From an optimization exercise on the open Yosys and OpenROAD flow, aimed at small area, a short achievable clock period and few clock cycles; shortcuts taken in it are not production practice.
Only simulation tests tie the RTL to the original design; equivalence was not proved.

==> amber <==
// conv_window_unit
module conv_window_unit(clk, reset, in_valid, in_ready, window, filter, filterSize,
		out_valid, value);
==> module conv_window_unit, before the edit <==
module conv_window_unit(clk, reset, in_valid, in_ready, window, filter, filterSize,
		out_valid, value);
	input clk, reset;
	input in_valid;
	output in_ready;
	input [399:0] window;
	input [399:0] filter;
	input [15:0] filterSize;
	output out_valid;
	output signed [15:0] value;
	localparam K = 9;
	reg [399:0] win_r, fil_r;
	reg a_busy, a_last;
	reg [1:0] a_batch;
	reg [1:0] a_size;      
	reg b_valid, b_first, b_last;
	reg [1:0] b_pos;       
	reg [16*K-1:0] prod_r;
	reg [15:0] acc;
	reg out_v;
	reg rdy_q, rdy_n;
	wire ready = ~rdy_n;
	wire accept = in_valid & ready & ~reset;
	assign in_ready = rdy_q;
	assign out_valid = out_v;
	assign value = acc;
	always @(posedge clk) begin
		if (ready) begin
			win_r[16*(25-K)-1:0] <= window[16*(25-K)-1:0];
			fil_r[16*(25-K)-1:0] <= filter[16*(25-K)-1:0];
		end else begin
			win_r[16*(25-K)-1:0] <= win_r[16*25-1:16*K];
			fil_r[16*(25-K)-1:0] <= fil_r[16*25-1:16*K];
		end
		win_r[399:16*(25-K)] <= window[399:16*(25-K)];
		fil_r[399:16*(25-K)] <= filter[399:16*(25-K)];
	end
	wire [1:0] in_size = filterSize[2:0] - 3'd2;
	wire busy_d = ~reset & (accept | (a_busy & ~a_last));
	wire last_d = ready ? ~in_size[1] : (a_size == 2'd2) | (a_batch == 2'd1);
	always @(posedge clk) begin
		a_busy <= busy_d;
		a_last <= last_d;
		rdy_q <= ~busy_d | last_d;
		rdy_n <= busy_d & ~last_d;
		if (ready) begin
			a_size <= in_size;
			a_batch <= 2'd0;
		end else begin
			a_batch <= a_batch + 2'd1;
		end
	end
	wire [16*K-1:0] prod;
	genvar i;
	generate
		for (i = 0; i < K; i = i + 1) begin : mults
			satmul mp(win_r[16*i +: 16], fil_r[16*i +: 16], prod[16*i +: 16]);
		end
	endgenerate
	always @(posedge clk) begin
		if (reset)
			b_valid <= 1'b0;
		else
			b_valid <= a_busy;
		b_first <= (a_batch == 2'd0);
		b_last <= a_last;
		b_pos <= ~a_last ? 2'd2 : (a_size == 2'd0) ? 2'd0 : (a_size == 2'd1) ? 2'd2 : 2'd1;
		prod_r <= prod;
	end
	wire [15:0] acc_in = b_first ? 16'd0 : acc;
	wire [16*K-1:0] part;
	satadd ad0(acc_in, prod_r[15:0], part[15:0]);
	generate
		for (i = 1; i < K; i = i + 1) begin : chain
			satadd ad(prod_r[16*i +: 16], part[16*(i-1) +: 16], part[16*i +: 16]);
		end
	endgenerate
	always @(posedge clk) begin
		acc <= (b_pos == 2'd0) ? part[16*3 +: 16] : (b_pos == 2'd1) ? part[16*(K-3) +: 16] : part[16*(K-1) +: 16];
		if (reset)
			out_v <= 1'b0;
		else
			out_v <= b_valid & b_last;
	end
endmodule
==> flow/config.mk <==
export PLATFORM = sky130hd
export DESIGN_NAME = conv_window_unit
export DESIGN_NICKNAME = conv_window_unit
export VERILOG_FILES = /design/flow/design.v
export SDC_FILE = /design/flow/constraint.sdc
export NUM_CORES = 4
export LEC_CHECK = 0
export CAP_MARGIN = 20
export CORE_MARGIN = 2
export CORE_UTILIZATION = 40
export CTS_CLUSTER_DIAMETER = 80
export CTS_CLUSTER_SIZE = 24
export SLEW_MARGIN = 20
export SYNTH_HIERARCHICAL = 1
export SYNTH_MINIMUM_KEEP_SIZE = 0
==> flow/constraint.sdc <==
create_clock -name core_clock -period 120.0 [get_ports {clk}]
set_input_delay 24.0000 -clock core_clock [delete_from_list [all_inputs] [get_ports {clk}]]
set_output_delay 24.0000 -clock core_clock [all_outputs]
set_load 0.01 [all_outputs]
standard.sh (not shown) runs the stock make flow with config.mk's settings and CLKGATE_MAP_FILE= SYNTH_SCRIPT=/design/flow/synth_recipe.tcl, a recipe that flattens the netlist after the stock synthesis.
==> flow/flow/run.sh <==
#!/bin/bash
# The standard layout (standard.sh, all steps) with these changes:
# - after synthesis, flow/downsize.tcl gives the multiplier cells and the
#   window/filter load multiplexers their smallest drive strength;
# - the port buffers that global placement adds are sky130_fd_sc_hd__buf_1
#   instead of the cell buffer_ports picks by default, and before placement
#   repair flow/outbuf.tcl makes those on the output ports buf_4.
set -euo pipefail
export POST_SYNTH_TCL="$PWD/flow/downsize.tcl"
export PRE_RESIZE_TCL="$PWD/flow/outbuf.tcl"
export BUFFER_PORTS_ARGS="-buffer_cell sky130_fd_sc_hd__buf_1"
bash standard.sh finish > standard_finish.log 2>&1
==> flow/flow/downsize.tcl <==
set db [ord::get_db]
set block [ord::get_db_block]
set lib_masters [dict create]
foreach lib [$db getLibs] {
  foreach m [$lib getMasters] {
    dict set lib_masters [$m getName] $m
  }
}
proc smallest { name } {
  upvar lib_masters lib_masters
  if { ![regexp {^(sky130_fd_sc_hd__[a-z0-9]+)_([0-9]+)$} $name -> base size] } {
    return ""
  }
  if { [regexp {df|dl|clk|conb|tap|fill|decap|diode} $base] } {
    return ""
  }
  set best ""
  set best_area 0
  foreach s {0 1 2 4} {
    set cand "${base}_$s"
    if { [dict exists $lib_masters $cand] } {
      set m [dict get $lib_masters $cand]
      set a [expr {[$m getWidth] * [$m getHeight]}]
      if { $best eq "" || $a < $best_area } {
        set best $m
        set best_area $a
      }
    }
  }
  return $best
}
proc drives_window_reg { inst } {
  foreach it [$inst getITerms] {
    if { ![$it isOutputSignal] } { continue }
    set net [$it getNet]
    if { $net eq "NULL" } { continue }
    foreach it2 [$net getITerms] {
      set n [[$it2 getInst] getName]
      if { [string match "win_r*" $n] || [string match "fil_r*" $n] } {
        return 1
      }
    }
  }
  return 0
}
proc is_seq { inst } {
  return [regexp {__(df|edf|sdf|dl)} [[$inst getMaster] getName]]
}
set cone [dict create]
set work {}
foreach inst [$block getInsts] {
  if { [string match "prod_r*" [$inst getName]] } {
    lappend work $inst
  }
}
while { [llength $work] > 0 } {
  set inst [lindex $work end]
  set work [lrange $work 0 end-1]
  foreach it [$inst getITerms] {
    if { ![$it isInputSignal] } { continue }
    set net [$it getNet]
    if { $net eq "NULL" } { continue }
    foreach it2 [$net getITerms] {
      if { ![$it2 isOutputSignal] } { continue }
      set drv [$it2 getInst]
      set dn [$drv getName]
      if { [is_seq $drv] || [dict exists $cone $dn] } { continue }
      dict set cone $dn 1
      lappend work $drv
    }
  }
}
puts "downsize: [dict size $cone] cells drive the product registers"
set swapped 0
set saved 0
foreach inst [$block getInsts] {
  set name [$inst getName]
  set m [$inst getMaster]
  set mname [$m getName]
  if { [dict exists $cone $name] || ([string match "*mux2*" $mname] && [drives_window_reg $inst]) } {
    set new [smallest $mname]
    if { $new ne "" && [$new getName] ne $mname } {
      set saved [expr {$saved + [$m getWidth] * [$m getHeight] - [$new getWidth] * [$new getHeight]}]
      $inst swapMaster $new
      incr swapped
    }
  }
}
puts "downsize: swapped $swapped cells, [expr {$saved / 1e6}] um2 less"
==> flow/flow/outbuf.tcl <==
# Run by ORFS before placement repair (PRE_RESIZE_TCL): the buffers that
# buffer_ports put on the output ports (buf_1, see run.sh) become buf_4,
# which drive the port wire and load faster. Detailed placement, which comes
# later, legalizes them.
set db [ord::get_db]
set block [ord::get_db_block]
set buf4 [$db findMaster sky130_fd_sc_hd__buf_4]
set n 0
foreach bt [$block getBTerms] {
  if { [$bt getIoType] ne "OUTPUT" } { continue }
  set net [$bt getNet]
  if { $net eq "NULL" } { continue }
  foreach it [$net getITerms] {
    if { ![$it isOutputSignal] } { continue }
    set inst [$it getInst]
    if { [[$inst getMaster] getName] eq "sky130_fd_sc_hd__buf_1" } {
      $inst swapMaster $buf4
      incr n
    }
  }
}
puts "outbuf: $n output port buffers are now buf_4"
==> inputs of violet, as changes to amber <==
--- a/flow/design.v
+++ b/flow/design.v
@@ -720,7 +720,8 @@
 		end
 	endgenerate
 	always @(posedge clk) begin
-		acc <= (b_pos == 2'd0) ? part[16*3 +: 16] : (b_pos == 2'd1) ? part[16*(K-3) +: 16] : part[16*(K-1) +: 16];
+		if (b_valid)
+			acc <= (b_pos == 2'd0) ? part[16*3 +: 16] : (b_pos == 2'd1) ? part[16*(K-3) +: 16] : part[16*(K-1) +: 16];
 		if (reset)
 			out_v <= 1'b0;
 		else
==> flow/flow/run.sh (replaced) <==
#!/bin/bash
# The standard layout (standard.sh, all steps) with two changes:
# - after synthesis, flow/downsize.tcl gives the multiplier cells and the
#   window/filter load multiplexers their smallest drive strength;
# - the buffers that global placement puts on the ports are
#   sky130_fd_sc_hd__buf_1 instead of the cell buffer_ports picks by default.
set -euo pipefail
export POST_SYNTH_TCL="$PWD/flow/downsize.tcl"
export BUFFER_PORTS_ARGS="-buffer_cell sky130_fd_sc_hd__buf_1"
bash standard.sh finish > standard_finish.log 2>&1
Settings changed: CTS_BUF_LIST from default to sky130_fd_sc_hd__clkbuf_8, CTS_CLUSTER_DIAMETER 80 to default, CTS_CLUSTER_SIZE 24 to default.
removed: flow/flow/outbuf.tcl
==> inputs of garnet, as changes to amber <==
--- a/flow/design.v
+++ b/flow/design.v
@@ -662,14 +662,12 @@
 	reg [16*K-1:0] prod_r;
 	reg [15:0] acc;
 	reg out_v;
-	reg rdy_q, rdy_n;
-	wire ready = ~rdy_n;
-	wire accept = in_valid & ready & ~reset;
-	assign in_ready = rdy_q;
+	wire accept = in_valid & in_ready & ~reset;
+	assign in_ready = ~a_busy | a_last;
 	assign out_valid = out_v;
 	assign value = acc;
 	always @(posedge clk) begin
-		if (ready) begin
+		if (in_ready) begin
 			win_r[16*(25-K)-1:0] <= window[16*(25-K)-1:0];
 			fil_r[16*(25-K)-1:0] <= filter[16*(25-K)-1:0];
 		end else begin
@@ -680,18 +678,21 @@
 		fil_r[399:16*(25-K)] <= filter[399:16*(25-K)];
 	end
 	wire [1:0] in_size = filterSize[2:0] - 3'd2;
-	wire busy_d = ~reset & (accept | (a_busy & ~a_last));
-	wire last_d = ready ? ~in_size[1] : (a_size == 2'd2) | (a_batch == 2'd1);
 	always @(posedge clk) begin
-		a_busy <= busy_d;
-		a_last <= last_d;
-		rdy_q <= ~busy_d | last_d;
-		rdy_n <= busy_d & ~last_d;
-		if (ready) begin
+		if (reset) begin
+			a_busy <= 1'b0;
+		end else if (accept) begin
+			a_busy <= 1'b1;
+		end else if (a_last) begin
+			a_busy <= 1'b0;
+		end
+		if (in_ready) begin
 			a_size <= in_size;
 			a_batch <= 2'd0;
+			a_last <= ~in_size[1];
 		end else begin
 			a_batch <= a_batch + 2'd1;
+			a_last <= (a_size == 2'd2) | (a_batch == 2'd1);
 		end
 	end
 	wire [16*K-1:0] prod;
@@ -720,7 +721,8 @@
 		end
 	endgenerate
 	always @(posedge clk) begin
-		acc <= (b_pos == 2'd0) ? part[16*3 +: 16] : (b_pos == 2'd1) ? part[16*(K-3) +: 16] : part[16*(K-1) +: 16];
+		if (b_valid)
+			acc <= (b_pos == 2'd0) ? part[16*3 +: 16] : (b_pos == 2'd1) ? part[16*(K-3) +: 16] : part[16*(K-1) +: 16];
 		if (reset)
 			out_v <= 1'b0;
 		else
==> flow/run.sh (new file) <==
#!/bin/bash
# synth_recipe.tcl (not shown) runs the flow's synth.tcl, then flattens the netlist and writes it again
# the make line also repeats each setting of config.mk as NAME=value (left out here)
make -C /OpenROAD-flow-scripts/flow DESIGN_CONFIG=/design/flow/config.mk WORK_HOME=/design/flow/orfs CLKGATE_MAP_FILE= SYNTH_SCRIPT=/design/flow/synth_recipe.tcl finish
Settings changed: CTS_CLUSTER_DIAMETER 80 to default, CTS_CLUSTER_SIZE 24 to default.
removed: flow/flow/run.sh
removed: flow/flow/downsize.tcl
removed: flow/flow/outbuf.tcl
removed: flow/standard.sh
==> inputs of harbor, as changes to amber <==
Settings changed: CORE_UTILIZATION 40 to 60, CTS_CLUSTER_DIAMETER 80 to 100, CTS_CLUSTER_SIZE 24 to 30, PLACE_DENSITY from default to 0.72.
==> summary of the runs <==
The highest count of clock-buffer cells in the layout belongs to violet, the lowest to harbor. Global-route usage, highest first: harbor, garnet, violet, amber. Clock skew: violet > amber > harbor > garnet. Flip-flop and latch count: amber is higher than garnet (2). Between amber and garnet, the lower sequential share of layout area is in garnet (gap 2.5 points). The highest non-clock buffer count belongs to garnet, the lowest to harbor. The lowest utilization belongs to amber, the highest to harbor.
Testbench counts of amber, summed over its fixed seeds: cycles 4,973.
Testbench counts of violet, summed over its fixed seeds: cycles 4,973.
Testbench counts of garnet, summed over its fixed seeds: cycles 4,973.
Testbench counts of harbor, summed over its fixed seeds: cycles 4,973.

========
==> inputs of job 321 <==
RTL: one of the versions met above, not the one the previous note started from.
==> module satadd, before the edit <==
module satadd(input [15:0] a, input [15:0] b, output [15:0] z);
  wire [15:0] g = a & b;
  wire [15:0] p = a ^ b;
  wire G1 = g[1] | (p[1] & g[0]);
  wire G2 = g[3] | (p[3] & g[2]);
  wire P2 = p[3] & p[2];
  wire G3 = g[5] | (p[5] & g[4]);
  wire P3 = p[5] & p[4];
  wire G4 = g[7] | (p[7] & g[6]);
  wire P4 = p[7] & p[6];
  wire G5 = g[9] | (p[9] & g[8]);
  wire P5 = p[9] & p[8];
  wire G6 = g[11] | (p[11] & g[10]);
  wire P6 = p[11] & p[10];
  wire G7 = g[13] | (p[13] & g[12]);
  wire P7 = p[13] & p[12];
  wire G8 = g[15] | (p[15] & g[14]);
  wire P8 = p[15] & p[14];
  wire G9 = g[2] | (p[2] & G1);
  wire G10 = G2 | (P2 & G1);
  wire G11 = g[6] | (p[6] & G3);
  wire P11 = p[6] & P3;
  wire G12 = G4 | (P4 & G3);
  wire P12 = P4 & P3;
  wire G13 = g[10] | (p[10] & G5);
  wire P13 = p[10] & P5;
  wire G14 = G6 | (P6 & G5);
  wire P14 = P6 & P5;
  wire G15 = g[14] | (p[14] & G7);
  wire P15 = p[14] & P7;
  wire G16 = G8 | (P8 & G7);
  wire P16 = P8 & P7;
  wire G17 = g[4] | (p[4] & G10);
  wire G18 = G3 | (P3 & G10);
  wire G19 = G11 | (P11 & G10);
  wire G20 = G12 | (P12 & G10);
  wire G21 = g[12] | (p[12] & G14);
  wire P21 = p[12] & P14;
  wire G22 = G7 | (P7 & G14);
  wire P22 = P7 & P14;
  wire G23 = G15 | (P15 & G14);
  wire P23 = P15 & P14;
  wire G24 = G16 | (P16 & G14);
  wire P24 = P16 & P14;
  wire G25 = g[8] | (p[8] & G20);
  wire G26 = G5 | (P5 & G20);
  wire G27 = G13 | (P13 & G20);
  wire G28 = G14 | (P14 & G20);
  wire G29 = G21 | (P21 & G20);
  wire G30 = G22 | (P22 & G20);
  wire G31 = G23 | (P23 & G20);
  wire G32 = G24 | (P24 & G20);
  wire [16:0] c = {G32, G31, G30, G29, G28, G27, G26, G25, G20, G19, G18, G17, G10, G9, G1, g[0], 1'b0};
  wire [15:0] s = p ^ c[15:0];
  wire ovf = c[16] ^ c[15];
  assign z = ovf ? {a[15], {15{~a[15]}}} : s;
endmodule
==> module conv_window_unit, before the edit <==
module conv_window_unit(clk, reset, in_valid, in_ready, window, filter, filterSize,
		out_valid, value);
	input clk, reset;
	input in_valid;
	output in_ready;
	input [399:0] window;
	input [399:0] filter;
	input [15:0] filterSize;
	output out_valid;
	output signed [15:0] value;
	localparam K = 9;
	reg [399:0] win_r, fil_r;
	reg a_busy, a_last;
	reg [1:0] a_batch;
	reg [1:0] a_size;      
	reg b_valid, b_first, b_last;
	reg [1:0] b_pos;       
	reg [16*K-1:0] prod_r;
	reg [15:0] acc;
	reg out_v;
	reg rdy_q, rdy_n;
	wire ready = ~rdy_n;
	wire accept = in_valid & ready & ~reset;
	assign in_ready = rdy_q;
	assign out_valid = out_v;
	assign value = acc;
	always @(posedge clk) begin
		if (ready) begin
			win_r[16*(25-K)-1:0] <= window[16*(25-K)-1:0];
			fil_r[16*(25-K)-1:0] <= filter[16*(25-K)-1:0];
		end else begin
			win_r[16*(25-K)-1:0] <= win_r[16*25-1:16*K];
			fil_r[16*(25-K)-1:0] <= fil_r[16*25-1:16*K];
		end
		win_r[399:16*(25-K)] <= window[399:16*(25-K)];
		fil_r[399:16*(25-K)] <= filter[399:16*(25-K)];
	end
	wire [1:0] in_size = filterSize[2:0] - 3'd2;
	wire busy_d = ~reset & (accept | (a_busy & ~a_last));
	wire last_d = ready ? ~in_size[1] : (a_size == 2'd2) | (a_batch == 2'd1);
	always @(posedge clk) begin
		a_busy <= busy_d;
		a_last <= last_d;
		rdy_q <= ~busy_d | last_d;
		rdy_n <= busy_d & ~last_d;
		if (ready) begin
			a_size <= in_size;
			a_batch <= 2'd0;
		end else begin
			a_batch <= a_batch + 2'd1;
		end
	end
	wire [16*K-1:0] prod;
	genvar i;
	generate
		for (i = 0; i < K; i = i + 1) begin : mults
			satmul mp(win_r[16*i +: 16], fil_r[16*i +: 16], prod[16*i +: 16]);
		end
	endgenerate
	always @(posedge clk) begin
		if (reset)
			b_valid <= 1'b0;
		else
			b_valid <= a_busy;
		b_first <= (a_batch == 2'd0);
		b_last <= a_last;
		b_pos <= ~a_last ? 2'd2 : (a_size == 2'd0) ? 2'd0 : (a_size == 2'd1) ? 2'd2 : 2'd1;
		prod_r <= prod;
	end
	wire [15:0] acc_in = b_first ? 16'd0 : acc;
	wire [16*K-1:0] part;
	satadd ad0(acc_in, prod_r[15:0], part[15:0]);
	generate
		for (i = 1; i < K; i = i + 1) begin : chain
			satadd ad(prod_r[16*i +: 16], part[16*(i-1) +: 16], part[16*i +: 16]);
		end
	endgenerate
	always @(posedge clk) begin
		if (b_valid)
			acc <= (b_pos == 2'd0) ? part[16*3 +: 16] : (b_pos == 2'd1) ? part[16*(K-3) +: 16] : part[16*(K-1) +: 16];
		if (reset)
			out_v <= 1'b0;
		else
			out_v <= b_valid & b_last;
	end
endmodule
==> flow/config.mk <==
export PLATFORM = sky130hd
export DESIGN_NAME = conv_window_unit
export DESIGN_NICKNAME = conv_window_unit
export VERILOG_FILES = /design/flow/design.v
export SDC_FILE = /design/flow/constraint.sdc
export NUM_CORES = 4
export LEC_CHECK = 0
export CAP_MARGIN = 20
export CORE_MARGIN = 2
export CORE_UTILIZATION = 40
export SLEW_MARGIN = 20
export SYNTH_HIERARCHICAL = 1
export SYNTH_MINIMUM_KEEP_SIZE = 0
==> flow/constraint.sdc <==
create_clock -name core_clock -period 120.0 [get_ports {clk}]
set_input_delay 24.0000 -clock core_clock [delete_from_list [all_inputs] [get_ports {clk}]]
set_output_delay 24.0000 -clock core_clock [all_outputs]
set_load 0.01 [all_outputs]
==> flow/flow/run.sh <==
#!/bin/bash
# The standard layout (standard.sh, all steps) with two changes:
# - after synthesis, flow/downsize.tcl gives the multiplier cells and the
#   window/filter load multiplexers their smallest drive strength;
# - the buffers that global placement puts on the ports are
#   sky130_fd_sc_hd__buf_1 instead of the cell buffer_ports picks by default.
set -euo pipefail
export POST_SYNTH_TCL="$PWD/flow/downsize.tcl"
export BUFFER_PORTS_ARGS="-buffer_cell sky130_fd_sc_hd__buf_1"
bash standard.sh finish > standard_finish.log 2>&1
==> flow/flow/downsize.tcl <==
set db [ord::get_db]
set block [ord::get_db_block]
set lib_masters [dict create]
foreach lib [$db getLibs] {
  foreach m [$lib getMasters] {
    dict set lib_masters [$m getName] $m
  }
}
proc smallest { name } {
  upvar lib_masters lib_masters
  if { ![regexp {^(sky130_fd_sc_hd__[a-z0-9]+)_([0-9]+)$} $name -> base size] } {
    return ""
  }
  if { [regexp {df|dl|clk|conb|tap|fill|decap|diode} $base] } {
    return ""
  }
  set best ""
  set best_area 0
  foreach s {0 1 2 4} {
    set cand "${base}_$s"
    if { [dict exists $lib_masters $cand] } {
      set m [dict get $lib_masters $cand]
      set a [expr {[$m getWidth] * [$m getHeight]}]
      if { $best eq "" || $a < $best_area } {
        set best $m
        set best_area $a
      }
    }
  }
  return $best
}
proc drives_window_reg { inst } {
  foreach it [$inst getITerms] {
    if { ![$it isOutputSignal] } { continue }
    set net [$it getNet]
    if { $net eq "NULL" } { continue }
    foreach it2 [$net getITerms] {
      set n [[$it2 getInst] getName]
      if { [string match "win_r*" $n] || [string match "fil_r*" $n] } {
        return 1
      }
    }
  }
  return 0
}
proc is_seq { inst } {
  return [regexp {__(df|edf|sdf|dl)} [[$inst getMaster] getName]]
}
set cone [dict create]
set work {}
foreach inst [$block getInsts] {
  if { [string match "prod_r*" [$inst getName]] } {
    lappend work $inst
  }
}
while { [llength $work] > 0 } {
  set inst [lindex $work end]
  set work [lrange $work 0 end-1]
  foreach it [$inst getITerms] {
    if { ![$it isInputSignal] } { continue }
    set net [$it getNet]
    if { $net eq "NULL" } { continue }
    foreach it2 [$net getITerms] {
      if { ![$it2 isOutputSignal] } { continue }
      set drv [$it2 getInst]
      set dn [$drv getName]
      if { [is_seq $drv] || [dict exists $cone $dn] } { continue }
      dict set cone $dn 1
      lappend work $drv
    }
  }
}
puts "downsize: [dict size $cone] cells drive the product registers"
set swapped 0
set saved 0
foreach inst [$block getInsts] {
  set name [$inst getName]
  set m [$inst getMaster]
  set mname [$m getName]
  if { [dict exists $cone $name] || ([string match "*mux2*" $mname] && [drives_window_reg $inst]) } {
    set new [smallest $mname]
    if { $new ne "" && [$new getName] ne $mname } {
      set saved [expr {$saved + [$m getWidth] * [$m getHeight] - [$new getWidth] * [$new getHeight]}]
      $inst swapMaster $new
      incr swapped
    }
  }
}
puts "downsize: swapped $swapped cells, [expr {$saved / 1e6}] um2 less"
==> job 3243: changes against job 321 <==
--- a/flow/design.v
+++ b/flow/design.v
@@ -22,57 +22,4 @@
 module satadd(input [15:0] a, input [15:0] b, output [15:0] z);
-  wire [15:0] g = a & b;
-  wire [15:0] p = a ^ b;
-  wire G1 = g[1] | (p[1] & g[0]);
-  wire G2 = g[3] | (p[3] & g[2]);
-  wire P2 = p[3] & p[2];
-  wire G3 = g[5] | (p[5] & g[4]);
-  wire P3 = p[5] & p[4];
-  wire G4 = g[7] | (p[7] & g[6]);
-  wire P4 = p[7] & p[6];
-  wire G5 = g[9] | (p[9] & g[8]);
-  wire P5 = p[9] & p[8];
-  wire G6 = g[11] | (p[11] & g[10]);
-  wire P6 = p[11] & p[10];
-  wire G7 = g[13] | (p[13] & g[12]);
-  wire P7 = p[13] & p[12];
-  wire G8 = g[15] | (p[15] & g[14]);
-  wire P8 = p[15] & p[14];
-  wire G9 = g[2] | (p[2] & G1);
-  wire G10 = G2 | (P2 & G1);
-  wire G11 = g[6] | (p[6] & G3);
-  wire P11 = p[6] & P3;
-  wire G12 = G4 | (P4 & G3);
-  wire P12 = P4 & P3;
-  wire G13 = g[10] | (p[10] & G5);
-  wire P13 = p[10] & P5;
-  wire G14 = G6 | (P6 & G5);
-  wire P14 = P6 & P5;
-  wire G15 = g[14] | (p[14] & G7);
-  wire P15 = p[14] & P7;
-  wire G16 = G8 | (P8 & G7);
-  wire P16 = P8 & P7;
-  wire G17 = g[4] | (p[4] & G10);
-  wire G18 = G3 | (P3 & G10);
-  wire G19 = G11 | (P11 & G10);
-  wire G20 = G12 | (P12 & G10);
-  wire G21 = g[12] | (p[12] & G14);
-  wire P21 = p[12] & P14;
-  wire G22 = G7 | (P7 & G14);
-  wire P22 = P7 & P14;
-  wire G23 = G15 | (P15 & G14);
-  wire P23 = P15 & P14;
-  wire G24 = G16 | (P16 & G14);
-  wire P24 = P16 & P14;
-  wire G25 = g[8] | (p[8] & G20);
-  wire G26 = G5 | (P5 & G20);
-  wire G27 = G13 | (P13 & G20);
-  wire G28 = G14 | (P14 & G20);
-  wire G29 = G21 | (P21 & G20);
-  wire G30 = G22 | (P22 & G20);
-  wire G31 = G23 | (P23 & G20);
-  wire G32 = G24 | (P24 & G20);
-  wire [16:0] c = {G32, G31, G30, G29, G28, G27, G26, G25, G20, G19, G18, G17, G10, G9, G1, g[0], 1'b0};
-  wire [15:0] s = p ^ c[15:0];
-  wire ovf = c[16] ^ c[15];
-  assign z = ovf ? {a[15], {15{~a[15]}}} : s;
+  wire [16:0] s = {a[15], a} + {b[15], b};
+  assign z = (s[16] ^ s[15]) ? {s[16], {15{~s[16]}}} : s[15:0];
 endmodule
@@ -664,6 +611,4 @@
 	reg out_v;
-	reg rdy_q, rdy_n;
-	wire ready = ~rdy_n;
-	wire accept = in_valid & ready & ~reset;
-	assign in_ready = rdy_q;
+	wire accept = in_valid & in_ready & ~reset;
+	assign in_ready = ~a_busy | a_last;
 	assign out_valid = out_v;
@@ -671,3 +616,3 @@
 	always @(posedge clk) begin
-		if (ready) begin
+		if (accept) begin
 			win_r[16*(25-K)-1:0] <= window[16*(25-K)-1:0];
@@ -682,14 +627,17 @@
 	wire [1:0] in_size = filterSize[2:0] - 3'd2;
-	wire busy_d = ~reset & (accept | (a_busy & ~a_last));
-	wire last_d = ready ? ~in_size[1] : (a_size == 2'd2) | (a_batch == 2'd1);
 	always @(posedge clk) begin
-		a_busy <= busy_d;
-		a_last <= last_d;
-		rdy_q <= ~busy_d | last_d;
-		rdy_n <= busy_d & ~last_d;
-		if (ready) begin
+		if (reset) begin
+			a_busy <= 1'b0;
+		end else if (accept) begin
+			a_busy <= 1'b1;
+		end else if (a_last) begin
+			a_busy <= 1'b0;
+		end
+		if (accept) begin
 			a_size <= in_size;
 			a_batch <= 2'd0;
+			a_last <= ~in_size[1];
 		end else begin
 			a_batch <= a_batch + 2'd1;
+			a_last <= (a_size == 2'd2) | (a_batch == 2'd1);
 		end
==> flow/run.sh (new file) <==
#!/bin/bash
# synth_recipe.tcl (not shown) runs the flow's synth.tcl, then flattens the netlist and writes it again
# the make line also repeats each setting of config.mk as NAME=value (left out here)
make -C /OpenROAD-flow-scripts/flow DESIGN_CONFIG=/design/flow/config.mk WORK_HOME=/design/flow/orfs CLKGATE_MAP_FILE= SYNTH_SCRIPT=/design/flow/synth_recipe.tcl finish
removed: flow/flow/run.sh
removed: flow/flow/downsize.tcl
removed: flow/standard.sh
==> job 4524: changes against job 321 <==
--- a/flow/design.v
+++ b/flow/design.v
@@ -669,3 +669,4 @@
 	assign out_valid = out_v;
-	assign value = acc;
+	reg [15:0] val_r;
+	assign value = val_r;
 	always @(posedge clk) begin
@@ -721,5 +722,6 @@
 	endgenerate
+	wire [15:0] res = (b_pos == 2'd0) ? part[16*3 +: 16] : (b_pos == 2'd1) ? part[16*(K-3) +: 16] : part[16*(K-1) +: 16];
 	always @(posedge clk) begin
-		if (b_valid)
-			acc <= (b_pos == 2'd0) ? part[16*3 +: 16] : (b_pos == 2'd1) ? part[16*(K-3) +: 16] : part[16*(K-1) +: 16];
+		acc <= part[16*(K-1) +: 16];
+		val_r <= res;
 		if (reset)
==> flow/flow/run.sh (replaced) <==
#!/bin/bash
# The standard layout (standard.sh, all steps) with these changes:
# - after synthesis, flow/downsize.tcl gives the multiplier cells and the
#   window/filter load multiplexers their smallest drive strength;
# - the port buffers that global placement adds are sky130_fd_sc_hd__buf_1
#   instead of the cell buffer_ports picks by default, and before placement
#   repair flow/outbuf.tcl makes those on the output ports buf_4.
set -euo pipefail
export POST_SYNTH_TCL="$PWD/flow/downsize.tcl"
export PRE_RESIZE_TCL="$PWD/flow/outbuf.tcl"
export BUFFER_PORTS_ARGS="-buffer_cell sky130_fd_sc_hd__buf_1"
bash standard.sh finish > standard_finish.log 2>&1
==> flow/flow/outbuf.tcl (new file) <==
# Run by ORFS before placement repair (PRE_RESIZE_TCL): the buffers that
# buffer_ports put on the output ports (buf_1, see run.sh) become buf_4,
# which drive the port wire and load faster. Detailed placement, which comes
# later, legalizes them.
set db [ord::get_db]
set block [ord::get_db_block]
set buf4 [$db findMaster sky130_fd_sc_hd__buf_4]
set n 0
foreach bt [$block getBTerms] {
  if { [$bt getIoType] ne "OUTPUT" } { continue }
  set net [$bt getNet]
  if { $net eq "NULL" } { continue }
  foreach it [$net getITerms] {
    if { ![$it isOutputSignal] } { continue }
    set inst [$it getInst]
    if { [[$inst getMaster] getName] eq "sky130_fd_sc_hd__buf_1" } {
      $inst swapMaster $buf4
      incr n
    }
  }
}
puts "outbuf: $n output port buffers are now buf_4"
CORE_UTILIZATION = 70   (was 40)
CTS_CLUSTER_DIAMETER = 100   (was unset)
CTS_CLUSTER_SIZE = 30   (was unset)
PLACE_DENSITY = 0.8   (was unset)
==> job 9024: changes against job 321 <==
--- a/flow/design.v
+++ b/flow/design.v
@@ -669,3 +669,4 @@
 	assign out_valid = out_v;
-	assign value = acc;
+	reg [15:0] val_r;
+	assign value = val_r;
 	always @(posedge clk) begin
@@ -721,5 +722,6 @@
 	endgenerate
+	wire [15:0] res = (b_pos == 2'd0) ? part[16*3 +: 16] : (b_pos == 2'd1) ? part[16*(K-3) +: 16] : part[16*(K-1) +: 16];
 	always @(posedge clk) begin
-		if (b_valid)
-			acc <= (b_pos == 2'd0) ? part[16*3 +: 16] : (b_pos == 2'd1) ? part[16*(K-3) +: 16] : part[16*(K-1) +: 16];
+		acc <= part[16*(K-1) +: 16];
+		val_r <= res;
 		if (reset)
==> flow/flow/run.sh (replaced) <==
#!/bin/bash
# The standard layout (standard.sh, all steps) with these changes:
# - after synthesis, flow/downsize.tcl gives the multiplier cells and the
#   window/filter load multiplexers their smallest drive strength;
# - the port buffers that global placement adds are sky130_fd_sc_hd__buf_1
#   instead of the cell buffer_ports picks by default, and before placement
#   repair flow/outbuf.tcl makes those on the output ports buf_4.
set -euo pipefail
export POST_SYNTH_TCL="$PWD/flow/downsize.tcl"
export PRE_RESIZE_TCL="$PWD/flow/outbuf.tcl"
export BUFFER_PORTS_ARGS="-buffer_cell sky130_fd_sc_hd__buf_1"
bash standard.sh finish > standard_finish.log 2>&1
==> flow/flow/outbuf.tcl (new file) <==
# Run by ORFS before placement repair (PRE_RESIZE_TCL): the buffers that
# buffer_ports put on the output ports (buf_1, see run.sh) become buf_4,
# which drive the port wire and load faster. Detailed placement, which comes
# later, legalizes them.
set db [ord::get_db]
set block [ord::get_db_block]
set buf4 [$db findMaster sky130_fd_sc_hd__buf_4]
set n 0
foreach bt [$block getBTerms] {
  if { [$bt getIoType] ne "OUTPUT" } { continue }
  set net [$bt getNet]
  if { $net eq "NULL" } { continue }
  foreach it [$net getITerms] {
    if { ![$it isOutputSignal] } { continue }
    set inst [$it getInst]
    if { [[$inst getMaster] getName] eq "sky130_fd_sc_hd__buf_1" } {
      $inst swapMaster $buf4
      incr n
    }
  }
}
puts "outbuf: $n output port buffers are now buf_4"
CTS_CLUSTER_DIAMETER = 100   (was unset)
CTS_CLUSTER_SIZE = 30   (was unset)
==> metrics.log <==
INFO  metric run_status = complete, no violations
INFO  metric floorplan.initialDensity = 70.7%
INFO  metric min_to = b_last
INFO  metric grt_max_degree = 81
INFO  metric hold-worst-slack = 0.379 ns
INFO  metric net_count_of_the_finished_layout = 10,061
INFO  metric pre_cts_slack = 95.32 ns
Source of the figures above: job 4524

==> metrics.log <==
INFO  metric run_status = complete, no violations
INFO  metric hold-worst-slack = 0.390 ns
INFO  metric floorplan.initialDensity = 40.1%
INFO  metric pre_cts_slack = 95.04 ns
INFO  metric grt_max_degree = 124
INFO  metric min_to = b_last
Source of the figures above: job 321

==> metrics.log <==
INFO  metric grt_max_degree = 115
INFO  metric fp-row-count = 175
INFO  metric final.clkbuf_count = 152
INFO  metric mostFrequentLayoutCell = sky130_fd_sc_hd__xnor2_1
INFO  metric pre_cts_slack = 90.74 ns
INFO  metric run_status = complete, no violations
INFO  metric hold-worst-slack = 0.410 ns
INFO  metric grt_pass1_wl = 381,000 um
INFO  metric floorplan.initialDensity = 40.3%
INFO  metric register_to_register_path_setup_slack = 97.32 ns
INFO  metric max_slew.worst_pin.slew = 1.14 ns
Source of the figures above: job 3243

==> metrics.log <==
INFO  metric grt.busiest_layer = met2
INFO  metric net_count_of_the_finished_layout = 10,085
INFO  metric holdPathStages = 0
INFO  metric run_status = complete, no violations
INFO  metric floorplan.initialDensity = 40.2%
INFO  metric pre_cts_slack = 95.29 ns
INFO  metric min_to = b_last
INFO  metric multi_input_area = 0.0597 mm2
INFO  metric grt_max_degree = 81
Source of the figures above: job 9024

Testbench counts of job 321, summed over its fixed seeds: cycles 4,973.
Testbench counts of job 3243, summed over its fixed seeds: cycles 4,973.
Testbench counts of job 4524, summed over its fixed seeds: cycles 4,973.
Testbench counts of job 9024, summed over its fixed seeds: cycles 4,973.

afterwards: timing with drivers on the ports:
No port has a modelled driver above. Below, the same layouts with a new extraction and two added sets of constraints.
Step 1 sets driving cells, clkbuf_16 on the clock port and buf_2 on the other inputs (assumed; they add their load-dependent delay and slew).
Step 2 adds t to the input delays and takes it off the output delays; t is the mean of the earliest and latest rising clock arrival at the registers after step 1. Input paths then give back, and output paths get back, about the clock's delay inside the block.
Slacks: ideal / step 1 / step 2; pairs: ideal / step 1.
| run | t, ns | setup WS [ns] | latest minus earliest clock arrival (ns) | slew at the worst register clock pin (ns) | pins driven straight from the clock port |
|---|---|---|---|---|---|
| amber | 0.809 | 94.541 / 94.453 / 95.262 | 0.043 / 0.043 | 0.09 / 0.09 | 1 |
| violet | 1.026 | 94.237 / 94.148 / 95.154 | 0.070 / 0.070 | 0.08 / 0.08 | 1 |
| garnet | 0.851 | 93.591 / 93.494 / 94.346 | 0.041 / 0.041 | 0.07 / 0.07 | 1 |
| harbor | 0.746 | 94.632 / 94.547 / 95.250 | 0.047 / 0.048 | 0.11 / 0.11 | 1 |
| job 321 | 0.842 | 94.399 / 94.314 / 95.155 | 0.059 / 0.059 | 0.08 / 0.08 | 1 |
| job 3243 | 0.857 | 91.520 / 91.566 / 90.709 | 0.046 / 0.046 | 0.07 / 0.07 | 1 |
| job 4524 | 0.748 | 94.602 / 94.521 / 95.269 | 0.049 / 0.048 | 0.11 / 0.11 | 1 |
| job 9024 | 0.821 | 94.500 / 94.408 / 95.229 | 0.057 / 0.057 | 0.12 / 0.12 | 1 |
After both steps every run listed still meets setup and hold. The setup slack of job 3243, which loses most, moves by +0.046 ns with the drivers and by -0.811 ns with both steps.
